Context: an optimization exercise on an open-source flow, tuned for small area, a short achievable clock period and few clock cycles per item. The choices shown serve that exercise and are no tape-out recipe.
Function was checked by simulation only, so behaviour that the tests miss may differ from the original.
Power and IR drop assume default switching activity.

==> indigo: inputs <==
Design filter, start of the top module:
module filter
 #(parameter DWIDTH = 16,
   parameter DDWIDTH = 2*DWIDTH,
	parameter L = 160,
	parameter L_LOG = 8,
	parameter M = 147,
	parameter M_LOG = 8,
	parameter CWIDTH = 4*L,
	parameter J = 4,
	parameter J_LOG = 2)
  (input clk,
   input rst,
	output req_in,
	input ack_in,
	input signed [0:DWIDTH-1] data_in,
	output req_out,
	input ack_out,
	output signed [0:DWIDTH-1] data_out);
Settings: LEC_CHECK=0, CAP_MARGIN=20, CORE_MARGIN=2, CORE_UTILIZATION=40, CTS_CLUSTER_DIAMETER=80, CTS_CLUSTER_SIZE=20, SLEW_MARGIN=20, SYNTH_MEMORY_MAX_BITS=16384; clock period 10.0 ns.
standard.sh (not shown) runs the stock make flow with config.mk's settings and CLKGATE_MAP_FILE= SYNTH_SCRIPT=/design/flow/synth_recipe.tcl, a recipe that flattens the netlist after the stock synthesis.
==> flow/flow/run.sh <==
#!/bin/bash
# The standard layout (standard.sh), with these changes:
#  - synthesis skips the quick ABC pass inside Yosys's synth, so the adder
#    trees reach the full-adder extraction as written (same registers);
#  - timing repair aims below the clock period (larger setup margin).
set -euo pipefail
bash standard.sh SYNTH_ARGS=-noabc SETUP_SLACK_MARGIN=6.95 finish > standard_make.log 2>&1
==> harbor: changes against indigo <==
- CTS_CLUSTER_DIAMETER: 80 -> 100
- CTS_CLUSTER_SIZE: 20 -> 25
==> notes <==
Between harbor and indigo, the lower global-route usage is in harbor (gap 0.084 points).
Sequential power is about the same in indigo and harbor.
In indigo the critical path depth is higher than in harbor, by 5.
Wire length is about the same in indigo and harbor.
indigo completed without violations. harbor passed the timing, design-rule and antenna checks.
Between harbor and indigo, the lower hold slack is in indigo (gap 7.4 ps).
In synthesized area, harbor and indigo do not differ.
Synthesized cell count is the same in indigo and harbor.
==> figures <==
Met2 layer usage reported by global route: harbor 0.394; indigo 0.395
Met3 layer wire length in the routed design: harbor 6420 um; indigo 6260 um
Max Clock Freq: harbor 328 MHz; indigo 324 MHz
Buf/Inv on CP: harbor 1; indigo 0
Data arrival time at the worst-slack endpoint: harbor 1050 ps; indigo 3540 ps
Slowest stage delay, CP: harbor 380 ps; indigo 590 ps
Crit path capture: harbor req_out; indigo r1[60]
FF+latch area: harbor 0.00819 sq mm; indigo 0.00819 sq mm
Total CTS buffers: harbor 19; indigo 24
First-pass GRT wire length: harbor 124000 um; indigo 125000 um
Worst slew margin: harbor 0.298; indigo 0.272
Total of plain and repair buffers excluding clock buffers: harbor 96; indigo 99
Worst Tran Pin Value: harbor 1040 ps; indigo 1080 ps
Status: harbor no timing/DRC/antenna violations; indigo no timing/DRC/antenna violations
Type of destination of the critical path: harbor output pin; indigo register
Testbench counts of indigo, summed over its fixed seeds: cycles 10,280, items 5,120.
Testbench counts of harbor, summed over its fixed seeds: cycles 10,280, items 5,120.

* * *

==> inputs of yarrow <==
filter, a different RTL version from the one above (not shown whole).
export LEC_CHECK = 0
export CAP_MARGIN = 20
export CORE_MARGIN = 2
export CORE_UTILIZATION = 40
export CTS_CLUSTER_DIAMETER = 100
export CTS_CLUSTER_SIZE = 25
export SLEW_MARGIN = 20
export SYNTH_MEMORY_MAX_BITS = 16384
create_clock -name core_clock -period 10.0 [get_ports {clk}]
Scripts as last shown in full above: flow/flow/run.sh
==> zinc: changes against yarrow <==
--- a/flow/flow/run.sh
+++ b/flow/flow/run.sh
@@ -6,2 +6,2 @@
 set -euo pipefail
-bash standard.sh SYNTH_ARGS=-noabc SETUP_SLACK_MARGIN=6.95 finish > standard_make.log 2>&1
+bash standard.sh SYNTH_ARGS=-noabc SETUP_SLACK_MARGIN=6.9 finish > standard_make.log 2>&1
- ABC_AREA: not set -> 1
==> ember: changes against yarrow <==
--- a/flow/flow/run.sh
+++ b/flow/flow/run.sh
@@ -6,2 +6,2 @@
 set -euo pipefail
-bash standard.sh SYNTH_ARGS=-noabc SETUP_SLACK_MARGIN=6.95 finish > standard_make.log 2>&1
+bash standard.sh SYNTH_ARGS=-noabc SETUP_SLACK_MARGIN=6.9 finish > standard_make.log 2>&1
==> run notes <==
quantity                                                                                      ember         zinc       yarrow
Number of fillers in the final layout                                                          6245         6214         6235
Clock network fraction of total power                                                         11.5%         9.0%        12.0%
Portion of the layout cell area used by clock cells                                           2.43%        2.20%        2.61%
Met1 layer wirelength in the final routing                                                 34700 um     42300 um     35400 um
Vias after detailed routing                                                                   20200        21600        20200
Buffer and inverter count on the worst path                                                       1            2            1
Drt wl/cell                                                                                 24.3 um      24.7 um      24.6 um
Inverters                                                                                        54          341           54
Reg2Reg Launch Point                                                                           a[5]         a[2]       cr[19]
Number of antenna violations at the first check in global routing                                 0            4            2
Outcome                                                            no timing/DRC/antenna violations  no timing/DRC/antenna violations  no timing/DRC/antenna violations
Reg-to-reg setup timing slack                                                               6940 ps      6940 ps      6920 ps
Final period util                                                                             30.8%        31.7%        30.9%
Routed wire length on met3                                                                  7370 um      9950 um      6990 um
Placed cell area                                                                         26700 um^2   26600 um^2   26700 um^2
Hold Path End                                                                                 x2[5]        x2[3]        x2[6]
Average instance area after synthesis                                                     9.90 um^2    8.79 um^2    9.90 um^2
Switch share                                                                                  42.6%        47.3%        42.5%
Post-synthesis share of cell area spent on full adders, half adders and majority gates        22.7%        23.0%        22.7%
Final worst slack                                                                           6920 ps      6830 ps      6910 ps
Global-route wire length before repair                                                    125000 um    139000 um    126000 um
Max Clock Skew                                                                              24.7 ps      25.8 ps      27.8 ps
Comb power                                                                                0.00485 W    0.00697 W    0.00483 W
Maximum number of pins on one net before global-route repair                                     65           83           82
Power density normalized to cell area                                                   303 nW/um^2  369 nW/um^2  303 nW/um^2
Number of setup buffers added after CTS                                                           9           32           11
Vias in the first global route                                                                20300        21300        20400
Testbench counts of yarrow, summed over its fixed seeds: cycles 10,280, items 5,120.
Testbench counts of zinc, summed over its fixed seeds: cycles 10,280, items 5,120.
Testbench counts of ember, summed over its fixed seeds: cycles 10,280, items 5,120.

* * *

==> run M <==
Starting RTL as in the previous note.
## filter
module filter
 #(parameter DWIDTH = 16,
   parameter DDWIDTH = 2*DWIDTH,
	parameter L = 160,
	parameter L_LOG = 8,
	parameter M = 147,
	parameter M_LOG = 8,
	parameter CWIDTH = 4*L,
	parameter J = 4,
	parameter J_LOG = 2)
  (input clk,
   input rst,
	output req_in,
	input ack_in,
	input signed [0:DWIDTH-1] data_in,
	output req_out,
	input ack_out,
	output signed [0:DWIDTH-1] data_out);
  reg req_in_r, req_out_r;
  reg [15:0] dout;
  assign req_in = req_in_r;
  assign req_out = req_out_r;
  assign data_out = dout;
  wire [15:0] din = data_in;
  reg [15:0] xb, x0, x1, x2, x3;    
  reg xbv;                          
  reg v0, v1, v2, v3;               
  reg [7:0] p;                      
  reg [7:0] a;                      
  reg opb;                          
  reg a1, a2;                       
  reg b1, b2;                       
  reg fb_en;                        
  reg [1:0] nfl;                    
  reg full;                         
  ...
==> flow/config.mk <==
export PLATFORM = sky130hd
export DESIGN_NAME = filter
export DESIGN_NICKNAME = filter
export VERILOG_FILES = /design/flow/design.v
export SDC_FILE = /design/flow/constraint.sdc
export NUM_CORES = 4
export LEC_CHECK = 0
export CAP_MARGIN = 20
export CORE_MARGIN = 2
export CORE_UTILIZATION = 40
export CTS_CLUSTER_DIAMETER = 100
export CTS_CLUSTER_SIZE = 25
export SLEW_MARGIN = 20
export SYNTH_MEMORY_MAX_BITS = 16384
==> flow/constraint.sdc <==
create_clock -name core_clock -period 10.0 [get_ports {clk}]
set_input_delay 2.0000 -clock core_clock [delete_from_list [all_inputs] [get_ports {clk}]]
set_output_delay 2.0000 -clock core_clock [all_outputs]
set_load 0.01 [all_outputs]
==> flow/flow/run.sh <==
#!/bin/bash
# The standard layout (standard.sh), with these changes:
#  - synthesis skips the quick ABC pass inside Yosys's synth, so the adder
#    trees reach the full-adder extraction as written (same registers);
#  - timing repair aims below the clock period (larger setup margin).
set -euo pipefail
bash standard.sh SYNTH_ARGS=-noabc SETUP_SLACK_MARGIN=7.0 finish > standard_make.log 2>&1
==> inputs of run E, as changes to run M <==
==> flow/flow/run.sh (replaced) <==
#!/bin/bash
# The standard layout (standard.sh), with these changes:
#  - synthesis skips the quick ABC pass inside Yosys's synth, so the adder
#    trees reach the full-adder extraction as written (same registers);
#  - timing repair aims below the clock period (larger setup margin).
set -euo pipefail
bash standard.sh SYNTH_ARGS=-noabc SETUP_SLACK_MARGIN=6.9 MATCH_CELL_FOOTPRINT=0 finish > standard_make.log 2>&1
==> out/metrics.yaml <==
outcome:
  status: "complete, no violations"
pwr:
  power_mw: 8.44
  p_seq_frac: 0.301
  pwr-share-comb: 0.579
clock_tree:
  numCtsBuffers: 22
  clkSlewWorstSetupHoldPaths_ns: 0.10
layout:
  stdcell_count: 3352
  multi_input_area_share: 0.600
setup_path:
  cp_slowest_cell: "o21ai_0"
timing:
  worst_slack_ns: 6.88
  holdWs_ns: 0.426
  finalClockSkew_ns: 0.0234
detailed_routing:
  dr_wl_met3_um: 6990
(the above is from run E)
==> out/metrics.yaml <==
pwr:
  pwr-share-comb: 0.585
  power_mw: 8.63
  p_seq_frac: 0.294
detailed_routing:
  dr_wl_met3_um: 7140
setup_path:
  cp_slowest_cell: "edfxtp_1"
clock_tree:
  clkSlewWorstSetupHoldPaths_ns: 0.09
  numCtsBuffers: 23
timing:
  finalClockSkew_ns: 0.0282
  worst_slack_ns: 6.89
outcome:
  status: "complete, no violations"
global_route:
  grt_pass1_vias: 20600
layout:
  stdcell_count: 3384
  multi_input_area_share: 0.592
  nFlopsAndLatches: 371
logic_synthesis:
  synth_edf_count: 80
(the above is from run M)
Testbench counts of run M, summed over its fixed seeds: cycles 10,280, items 5,120.
Testbench counts of run E, summed over its fixed seeds: cycles 10,280, items 5,120.

-- what the ideal ports hide --
Ports are ideal in the flow. The routed layouts listed here were re-timed in OpenROAD. Step 1, drivers: a clkbuf_16 drives clk and a buf_2 each remaining input, both assumed. Step 2 also shifts input and output timing later by t, the mid clock arrival at the registers, as if the neighbouring blocks saw the same clock. a / b / c = ideal ports / drivers / drivers and shift; a / b = the first two.
run | shift t [ns] | setup WS [ns] | hold slack, ns | slew at the worst register clock pin (ns) | cell pins on the clock port's net
indigo | 0.617 | 6.913 / 6.913 / 6.439 | 0.427 / 0.427 / 0.427 | 0.08 / 0.08 | 1
harbor | 0.596 | 6.947 / 6.890 / 6.487 | 0.435 / 0.435 / 0.435 | 0.10 / 0.10 | 1
yarrow | 0.619 | 6.910 / 6.848 / 6.440 | 0.437 / 0.437 / 0.437 | 0.10 / 0.10 | 1
zinc | 0.610 | 6.826 / 6.768 / 6.397 | 0.438 / 0.438 / 0.438 | 0.11 / 0.11 | 1
ember | 0.615 | 6.925 / 6.863 / 6.421 | 0.435 / 0.435 / 0.435 | 0.10 / 0.10 | 1
run M | 0.641 | 6.889 / 6.824 / 6.480 | 0.440 / 0.440 / 0.440 | 0.10 / 0.10 | 1
run E | 0.621 | 6.881 / 6.836 / 6.407 | 0.426 / 0.426 / 0.426 | 0.11 / 0.11 | 1
After both steps every run listed still meets setup and hold. The setup slack of ember, which loses most, moves by -0.062 ns with the drivers and by -0.504 ns with both steps.
